What follows belongs to an exercise in optimizing a design on an open flow for small area; a production flow would make more cautious choices. Only simulation tests tie the RTL to the original design; equivalence was not proved. Power and IR drop assume default switching activity.

xenon:
==> flow/design.v (excerpt) <==
module SignToText(red_ch,
		  green_ch,
		  blue_ch,
		  palm_height_test,
		  TESTING_SWITCH,
		  sign_value,
		  thumb_status, index_status, middle_status, ring_status, pinky_status,
		  start_of_palm_r, start_of_palm_c,
		  end_of_palm_r, end_of_palm_c,
		  palm_width, palm_height,
		  clk,rst);
Size: roughly 1300 cells after synthesis, ~92 I/O pins, ~10000 µm² of cells after synthesis.
clock: 10.0 ns
lec_check: 0
cap_margin: 20
core_margin: 2
core_utilization: 40
cts_buf_list: sky130_fd_sc_hd__clkbuf_8
cts_cluster_size: 30
slew_margin: 20
standard.sh (not shown) runs the stock make flow with config.mk's settings and CLKGATE_MAP_FILE= SYNTH_SCRIPT=/design/flow/synth_recipe.tcl, a recipe that flattens the netlist after the stock synthesis.
==> flow/flow/run.sh <==
#!/bin/bash
# Layout flow: the standard synthesis, then an area-oriented re-mapping of the
# combinational logic with ABC (registers untouched: same cells, same names), then
# the standard layout with every port buffered by a buf_1.
set -euo pipefail
WORK=$(pwd)
FLOW=$WORK/flow
R=$WORK/orfs/results/$FLOW_PLATFORM/SignToText/base
LIB=$FLOW_HOME/platforms/$FLOW_PLATFORM/lib/sky130_fd_sc_hd__tt_025C_1v80.lib
YOSYS=yosys
[ -x "$FLOW_HOME/../tools/install/yosys/bin/yosys" ] && YOSYS=$FLOW_HOME/../tools/install/yosys/bin/yosys

# 1. standard synthesis
bash standard.sh synth > $WORK/1_standard_synth.log 2>&1

# 2. re-map the combinational logic
cp $R/1_2_yosys.v $WORK/1_2_yosys_standard.v
python3 $FLOW/libmodels.py $LIB > $WORK/comb_models.v
cat > $WORK/remap.abc <<EOA
&get -n; &st; &deepsyn -T 60; &dch; &nf -R 1000 -p; &put
EOA
cat > $WORK/remap.ys <<EOY
read_liberty -lib $LIB
read_verilog -overwrite $WORK/comb_models.v
read_verilog $WORK/1_2_yosys_standard.v
hierarchy -check -top $FLOW_TOP
flatten
techmap
opt -purge
abc -liberty $LIB -dont_use sky130_fd_sc_hd__probe_p_8 -dont_use sky130_fd_sc_hd__probec_p_8 -dont_use *lpflow* -script $WORK/remap.abc
read_liberty -lib -overwrite $LIB
opt_clean -purge
hilomap -singleton -hicell sky130_fd_sc_hd__conb_1 HI -locell sky130_fd_sc_hd__conb_1 LO
splitnets
opt_clean -purge
tee -o $WORK/remap_stat.txt stat -liberty $LIB
check -assert -mapped
write_verilog -noattr -nohex -nodec $WORK/1_2_yosys_remapped.v
EOY
$YOSYS -c /dev/null > /dev/null 2>&1 || true
$YOSYS -s $WORK/remap.ys > $WORK/2_remap_yosys.log 2>&1
cp $WORK/1_2_yosys_remapped.v $R/1_2_yosys.v
rm -f $R/1_synth.odb $R/1_synth.sdc

# 3. standard layout from the re-mapped netlist
bash standard.sh BUFFER_PORTS_ARGS="-buffer_cell sky130_fd_sc_hd__buf_1" finish > $WORK/3_standard_layout.log 2>&1
Other scripts of this flow, unchanged in this note and not shown: flow/flow/libmodels.py
Here is what was changed in the inputs of maple compared with xenon.
Settings: a deleted CTS_BUF_LIST that had been sky130_fd_sc_hd__clkbuf_8; a deleted CTS_CLUSTER_SIZE that had been 30.
diff --git a/flow/flow/run.sh b/flow/flow/run.sh
--- a/flow/flow/run.sh
+++ b/flow/flow/run.sh
@@ -46 +46 @@
-bash standard.sh BUFFER_PORTS_ARGS="-buffer_cell sky130_fd_sc_hd__buf_1" finish > $WORK/3_standard_layout.log 2>&1
+bash standard.sh BUFFER_PORTS_ARGS="-buffer_cell sky130_fd_sc_hd__buf_1" CTS_ARGS="-sink_clustering_enable -repair_clock_nets -buf_list sky130_fd_sc_hd__clkbuf_4 -sink_clustering_size 10 -sink_clustering_max_diameter 60 -dont_use_dummy_load" finish > $WORK/3_standard_layout.log 2>&1
Results
- maple reached the final stage; the timing, design-rule and antenna checks on its layout passed.
- xenon finished every step from synthesis to the final layout, and the layout passed the timing, design-rule and antenna checks.
- Share of final layout cell area taken by non-clock buffers of maple is on par with xenon.
- Going from xenon to maple, wire length of the first global-routing pass shrinks by 0.41%.
- When maple is set beside xenon, its number of fillers in the final layout turns out to be about 1.7% larger.
- The run with more setup slack is maple; xenon has less.
- Relative to xenon, initial antenna violation count has increased by 1 in maple.
- Fmax: maple above xenon
- maple vs xenon — average vias per placed instance rose 0.044.
- Per the comparison of maple with xenon, total power draw has decreased, ratio of final minimum period to clock period has decreased, maximum fanout along the worst path has remained practically unchanged, final critical-path required period has decreased.
Inputs modified between maple and yarrow:
diff --git a/flow/flow/run.sh b/flow/flow/run.sh
--- a/flow/flow/run.sh
+++ b/flow/flow/run.sh
@@ -46 +46 @@
-bash standard.sh BUFFER_PORTS_ARGS="-buffer_cell sky130_fd_sc_hd__buf_1" CTS_ARGS="-sink_clustering_enable -repair_clock_nets -buf_list sky130_fd_sc_hd__clkbuf_4 -sink_clustering_size 10 -sink_clustering_max_diameter 60 -dont_use_dummy_load" finish > $WORK/3_standard_layout.log 2>&1
+bash standard.sh BUFFER_PORTS_ARGS="-buffer_cell sky130_fd_sc_hd__buf_1" CTS_ARGS="-sink_clustering_enable -repair_clock_nets -buf_list sky130_fd_sc_hd__clkbuf_8 -dont_use_dummy_load" finish > $WORK/3_standard_layout.log 2>&1
Results
yarrow -> maple: synthesized area delta 0, exact match
[compare] base=maple new=yarrow: power increased 0.084 mW, met3 wirelength from detailed routing went up, wire length shows no meaningful change, met3 track utilization from global routing held steady.


SignToText, a different RTL version from the one above (not shown whole).
Size: roughly 92 I/O pins, about 9700 um^2 of cells after synthesis.
==> flow/config.mk <==
export PLATFORM = sky130hd
export DESIGN_NAME = SignToText
export DESIGN_NICKNAME = SignToText
export VERILOG_FILES = /design/flow/design.v
export SDC_FILE = /design/flow/constraint.sdc
export NUM_CORES = 4
export LEC_CHECK = 0
export CAP_MARGIN = 20
export CORE_MARGIN = 2
export CORE_UTILIZATION = 40
export SLEW_MARGIN = 20
==> flow/constraint.sdc <==
create_clock -name core_clock -period 10.0 [get_ports {clk}]
set_input_delay 2.0000 -clock core_clock [delete_from_list [all_inputs] [get_ports {clk}]]
set_output_delay 2.0000 -clock core_clock [all_outputs]
set_load 0.01 [all_outputs]
==> flow/flow/run.sh <==
#!/bin/bash
# Layout flow: the standard synthesis, then an area-oriented re-mapping of the
# combinational logic with ABC (registers untouched: same cells, same names), then
# the standard layout with every port buffered by a buf_1.
set -euo pipefail
WORK=$(pwd)
FLOW=$WORK/flow
R=$WORK/orfs/results/$FLOW_PLATFORM/SignToText/base
LIB=$FLOW_HOME/platforms/$FLOW_PLATFORM/lib/sky130_fd_sc_hd__tt_025C_1v80.lib
YOSYS=yosys
[ -x "$FLOW_HOME/../tools/install/yosys/bin/yosys" ] && YOSYS=$FLOW_HOME/../tools/install/yosys/bin/yosys

# 1. standard synthesis
bash standard.sh synth > $WORK/1_standard_synth.log 2>&1

# 2. re-map the combinational logic
cp $R/1_2_yosys.v $WORK/1_2_yosys_standard.v
python3 $FLOW/libmodels.py $LIB > $WORK/comb_models.v
cat > $WORK/remap.abc <<EOA
&get -n; &st; &deepsyn -T 60; &dch -f; &nf -R 1000 -p -F 10 -A 6; &put
EOA
cat > $WORK/remap.ys <<EOY
read_liberty -lib $LIB
read_verilog -overwrite $WORK/comb_models.v
read_verilog $WORK/1_2_yosys_standard.v
hierarchy -check -top $FLOW_TOP
flatten
techmap
opt -purge
abc -liberty $LIB -dont_use sky130_fd_sc_hd__probe_p_8 -dont_use sky130_fd_sc_hd__probec_p_8 -dont_use *lpflow* -script $WORK/remap.abc
read_liberty -lib -overwrite $LIB
opt_clean -purge
hilomap -singleton -hicell sky130_fd_sc_hd__conb_1 HI -locell sky130_fd_sc_hd__conb_1 LO
splitnets
opt_clean -purge
tee -o $WORK/remap_stat.txt stat -liberty $LIB
check -assert -mapped
write_verilog -noattr -nohex -nodec $WORK/1_2_yosys_remapped.v
EOY
$YOSYS -s $WORK/remap.ys > $WORK/2_remap_yosys.log 2>&1
cp $WORK/1_2_yosys_remapped.v $R/1_2_yosys.v
rm -f $R/1_synth.odb $R/1_synth.sdc

# 3. standard layout from the re-mapped netlist
bash standard.sh BUFFER_PORTS_ARGS="-buffer_cell sky130_fd_sc_hd__buf_1" CTS_ARGS="-sink_clustering_enable -repair_clock_nets -buf_list sky130_fd_sc_hd__clkbuf_8 -dont_use_dummy_load" finish > $WORK/3_standard_layout.log 2>&1
Other scripts of this flow, unchanged in this note and not shown: flow/flow/libmodels.py
Edit:
--- a/flow/flow/run.sh
+++ b/flow/flow/run.sh
@@ -19,3 +19,3 @@
 cat > $WORK/remap.abc <<EOA
-&get -n; &st; &deepsyn -T 60; &dch -f; &nf -R 1000 -p -F 10 -A 6; &put
+&get -n; &st; &deepsyn -T 120; &dch -f; &nf -R 1000 -p -F 10 -A 6; &put
 EOA
@@ -44,2 +44,2 @@
 # 3. standard layout from the re-mapped netlist
-bash standard.sh BUFFER_PORTS_ARGS="-buffer_cell sky130_fd_sc_hd__buf_1" CTS_ARGS="-sink_clustering_enable -repair_clock_nets -buf_list sky130_fd_sc_hd__clkbuf_8 -dont_use_dummy_load" finish > $WORK/3_standard_layout.log 2>&1
+bash standard.sh BUFFER_PORTS_ARGS="-buffer_cell sky130_fd_sc_hd__buf_1" CTS_ARGS="-sink_clustering_enable -repair_clock_nets -buf_list sky130_fd_sc_hd__clkbuf_4 -root_buf sky130_fd_sc_hd__clkbuf_8 -dont_use_dummy_load" finish > $WORK/3_standard_layout.log 2>&1
What happened:
- via count hardly moves
- sequential power stays flat
- cell area decreases slightly
- routed wire length decreases slightly
- clock skew increases by 0.018 ns
- total power decreases by a few percent
- worst setup slack loses 0.026 ns
- synthesized area stays the same
- hold slack gains 0.0058 ns
Edit:
--- a/flow/flow/run.sh
+++ b/flow/flow/run.sh
@@ -44,2 +44,2 @@
 # 3. standard layout from the re-mapped netlist
-bash standard.sh BUFFER_PORTS_ARGS="-buffer_cell sky130_fd_sc_hd__buf_1" CTS_ARGS="-sink_clustering_enable -repair_clock_nets -buf_list sky130_fd_sc_hd__clkbuf_4 -root_buf sky130_fd_sc_hd__clkbuf_8 -dont_use_dummy_load" finish > $WORK/3_standard_layout.log 2>&1
+bash standard.sh BUFFER_PORTS_ARGS="-buffer_cell sky130_fd_sc_hd__buf_1" CTS_ARGS="-sink_clustering_enable -repair_clock_nets -buf_list sky130_fd_sc_hd__clkbuf_8 -dont_use_dummy_load" finish > $WORK/3_standard_layout.log 2>&1
Fmax grows by 0.34%.
Clock-buffer cell count does not change.
Sequential share of layout area falls by 0.21 points.
Utilization is higher by 0.42 points.
Cell count does not change.


Another version of the RTL of SignToText (not shown whole).
clock: 10.0 ns
lec_check: 0
cap_margin: 20
core_margin: 2
core_utilization: 40
slew_margin: 20
==> flow/flow/run.sh <==
#!/bin/bash
# Layout flow: the standard synthesis, then an area-oriented re-mapping of the
# combinational logic with ABC (registers untouched: same cells, same names), then
# the standard layout with every port buffered by a buf_1.
set -euo pipefail
WORK=$(pwd)
FLOW=$WORK/flow
R=$WORK/orfs/results/$FLOW_PLATFORM/SignToText/base
LIB=$FLOW_HOME/platforms/$FLOW_PLATFORM/lib/sky130_fd_sc_hd__tt_025C_1v80.lib
YOSYS=yosys
[ -x "$FLOW_HOME/../tools/install/yosys/bin/yosys" ] && YOSYS=$FLOW_HOME/../tools/install/yosys/bin/yosys

# 1. standard synthesis
bash standard.sh synth > $WORK/1_standard_synth.log 2>&1

# 2. re-map the combinational logic
cp $R/1_2_yosys.v $WORK/1_2_yosys_standard.v
python3 $FLOW/libmodels.py $LIB > $WORK/comb_models.v
cat > $WORK/remap.abc <<EOA
&get -n; &st; &deepsyn -T 120; &dch -f; &nf -R 1000 -p -F 10 -A 6; &put
EOA
cat > $WORK/remap.ys <<EOY
read_liberty -lib $LIB
read_verilog -overwrite $WORK/comb_models.v
read_verilog $WORK/1_2_yosys_standard.v
hierarchy -check -top $FLOW_TOP
flatten
techmap
opt -purge
abc -liberty $LIB -dont_use sky130_fd_sc_hd__probe_p_8 -dont_use sky130_fd_sc_hd__probec_p_8 -dont_use *lpflow* -script $WORK/remap.abc
read_liberty -lib -overwrite $LIB
opt_clean -purge
hilomap -singleton -hicell sky130_fd_sc_hd__conb_1 HI -locell sky130_fd_sc_hd__conb_1 LO
splitnets
opt_clean -purge
tee -o $WORK/remap_stat.txt stat -liberty $LIB
check -assert -mapped
write_verilog -noattr -nohex -nodec $WORK/1_2_yosys_remapped.v
EOY
$YOSYS -s $WORK/remap.ys > $WORK/2_remap_yosys.log 2>&1
cp $WORK/1_2_yosys_remapped.v $R/1_2_yosys.v
rm -f $R/1_synth.odb $R/1_synth.sdc

# 3. standard layout from the re-mapped netlist
bash standard.sh BUFFER_PORTS_ARGS="-buffer_cell sky130_fd_sc_hd__buf_1" CTS_ARGS="-sink_clustering_enable -repair_clock_nets -buf_list {sky130_fd_sc_hd__clkbuf_4 sky130_fd_sc_hd__clkbuf_8} -root_buf sky130_fd_sc_hd__clkbuf_8 -sink_buffer_max_cap_derate 0.5 -dont_use_dummy_load" finish > $WORK/3_standard_layout.log 2>&1
Other scripts of this flow, unchanged in this note and not shown: flow/flow/libmodels.py
The first run completed with no timing, DRC or antenna violations.
Edit:
--- a/flow/flow/run.sh
+++ b/flow/flow/run.sh
@@ -45 +45 @@
-bash standard.sh BUFFER_PORTS_ARGS="-buffer_cell sky130_fd_sc_hd__buf_1" CTS_ARGS="-sink_clustering_enable -repair_clock_nets -buf_list {sky130_fd_sc_hd__clkbuf_4 sky130_fd_sc_hd__clkbuf_8} -root_buf sky130_fd_sc_hd__clkbuf_8 -sink_buffer_max_cap_derate 0.5 -dont_use_dummy_load" finish > $WORK/3_standard_layout.log 2>&1
+bash standard.sh BUFFER_PORTS_ARGS="-buffer_cell sky130_fd_sc_hd__buf_1" CTS_ARGS="-sink_clustering_enable -repair_clock_nets -buf_list sky130_fd_sc_hd__clkbuf_8 -dont_use_dummy_load" finish > $WORK/3_standard_layout.log 2>&1
What happened:
- The changed run passed the timing, design-rule and antenna checks
- count of clock-buffer cells in the layout stays the same
- first-iteration DRC count does not change
- power does not change
- clock skew stays the same


SignToText, a different RTL version from the one above (not shown whole).
Size: roughly 9600 um^2 of cells after synthesis.
## SignToText
module SignToText(red_ch,
		  green_ch,
		  blue_ch,
		  palm_height_test,
		  TESTING_SWITCH,
		  sign_value,
		  thumb_status, index_status, middle_status, ring_status, pinky_status,
		  start_of_palm_r, start_of_palm_c,
		  end_of_palm_r, end_of_palm_c,
		  palm_width, palm_height,
		  clk,rst);
export LEC_CHECK = 0
export CAP_MARGIN = 20
export CORE_MARGIN = 2
export CORE_UTILIZATION = 40
export SLEW_MARGIN = 20
create_clock -name core_clock -period 10.0 [get_ports {clk}]
==> flow/flow/run.sh <==
#!/bin/bash
# Layout flow: the standard synthesis, then an area-oriented re-mapping of the
# combinational logic with ABC (registers untouched: same cells, same names), then
# the standard layout with every port buffered by a buf_1.
set -euo pipefail
WORK=$(pwd)
FLOW=$WORK/flow
R=$WORK/orfs/results/$FLOW_PLATFORM/SignToText/base
LIB=$FLOW_HOME/platforms/$FLOW_PLATFORM/lib/sky130_fd_sc_hd__tt_025C_1v80.lib
YOSYS=yosys
[ -x "$FLOW_HOME/../tools/install/yosys/bin/yosys" ] && YOSYS=$FLOW_HOME/../tools/install/yosys/bin/yosys

# 1. standard synthesis
bash standard.sh synth > $WORK/1_standard_synth.log 2>&1

# 2. re-map the combinational logic
cp $R/1_2_yosys.v $WORK/1_2_yosys_standard.v
python3 $FLOW/libmodels.py $LIB > $WORK/comb_models.v
cat > $WORK/remap.abc <<EOA
&get -n; &st; &deepsyn -T 120; &dch -f; &nf -R 1000 -p -F 10 -A 6; &put
EOA
cat > $WORK/remap.ys <<EOY
read_liberty -lib $LIB
read_verilog -overwrite $WORK/comb_models.v
read_verilog $WORK/1_2_yosys_standard.v
hierarchy -check -top $FLOW_TOP
flatten
techmap
opt -purge
abc -liberty $LIB -dont_use sky130_fd_sc_hd__probe_p_8 -dont_use sky130_fd_sc_hd__probec_p_8 -dont_use *lpflow* -script $WORK/remap.abc
read_liberty -lib -overwrite $LIB
opt_clean -purge
hilomap -singleton -hicell sky130_fd_sc_hd__conb_1 HI -locell sky130_fd_sc_hd__conb_1 LO
splitnets
opt_clean -purge
tee -o $WORK/remap_stat.txt stat -liberty $LIB
check -assert -mapped
write_verilog -noattr -nohex -nodec $WORK/1_2_yosys_remapped.v
EOY
$YOSYS -s $WORK/remap.ys > $WORK/2_remap_yosys.log 2>&1
cp $WORK/1_2_yosys_remapped.v $R/1_2_yosys.v
rm -f $R/1_synth.odb $R/1_synth.sdc

# 3. standard layout from the re-mapped netlist
bash standard.sh BUFFER_PORTS_ARGS="-buffer_cell sky130_fd_sc_hd__buf_1" CTS_ARGS="-sink_clustering_enable -repair_clock_nets -buf_list sky130_fd_sc_hd__clkbuf_4 -root_buf sky130_fd_sc_hd__clkbuf_8 -dont_use_dummy_load" finish > $WORK/3_standard_layout.log 2>&1
Other scripts of this flow, unchanged in this note and not shown: flow/flow/libmodels.py
The first run went through all stages and came out clean.
Change:
--- a/flow/flow/run.sh
+++ b/flow/flow/run.sh
@@ -44,2 +44,2 @@
 # 3. standard layout from the re-mapped netlist
-bash standard.sh BUFFER_PORTS_ARGS="-buffer_cell sky130_fd_sc_hd__buf_1" CTS_ARGS="-sink_clustering_enable -repair_clock_nets -buf_list sky130_fd_sc_hd__clkbuf_4 -root_buf sky130_fd_sc_hd__clkbuf_8 -dont_use_dummy_load" finish > $WORK/3_standard_layout.log 2>&1
+bash standard.sh BUFFER_PORTS_ARGS="-buffer_cell sky130_fd_sc_hd__buf_1" CTS_ARGS="-sink_clustering_enable -repair_clock_nets -buf_list sky130_fd_sc_hd__clkbuf_8 -dont_use_dummy_load" finish > $WORK/3_standard_layout.log 2>&1
What happened: The changed run finished clean; clock-buffer cell count is unchanged; power grows by a few percent; via count barely changes; setup slack is better by 31 ps; synthesized cell count does not change; hold slack got worse by 15 ps; final area came out higher slightly; first-iteration DRC count goes down by roughly a tenth; wire length goes up slightly; die area does not change.

==> what the ideal ports hide <==
In the flow no input, the clock included, has a driving cell. The finished layouts below were timed again as built, in two steps. Step 1 (the two cells are an assumption about what drives the block):
set clk [get_ports {clk}]
set_driving_cell -lib_cell sky130_fd_sc_hd__clkbuf_16 $clk
set_driving_cell -lib_cell sky130_fd_sc_hd__buf_2 [delete_from_list [all_inputs] $clk]
Step 2, shift: input delay + t, output delay - t, t = (earliest + latest rising clock arrival at the registers) / 2. This alone moves slack from input paths to output paths. Slacks: no drivers / after step 1 / after step 2; pairs: no drivers / after step 1.
| run | shift t [ns] | slack for setup (ns) | worst slew at a driven data input, ns | pins driven straight from the clock port |
|---|---|---|---|---|
| xenon | 0.487 | 2.285 / 2.306 / 1.819 | 0.04 | 1 |
| maple | 0.557 | 2.358 / 2.374 / 1.817 | 0.04 | 1 |
| yarrow | 0.471 | 2.267 / 2.283 / 1.812 | 0.04 | 1 |
| the first run of note 2 | 0.459 | 2.373 / 2.388 / 1.930 | 0.04 | 1 |
| the second run of note 2 | 0.434 | 2.347 / 2.366 / 1.932 | 0.04 | 1 |
| the third run of note 2 | 0.459 | 2.373 / 2.388 / 1.930 | 0.04 | 1 |
| the first run of note 3 | 0.474 | 1.831 / 1.848 / 1.374 | 0.07 | 1 |
| the second run of note 3 | 0.474 | 1.831 / 1.848 / 1.374 | 0.07 | 1 |
| the first run of note 4 | 0.439 | 1.995 / 2.006 / 1.568 | 0.04 | 1 |
| the second run of note 4 | 0.467 | 2.026 / 2.040 / 1.573 | 0.04 | 1 |
After both steps setup and hold are still met in every run listed. The setup slack of maple, which loses most, moves by +0.016 ns with the drivers and by -0.541 ns with both steps.
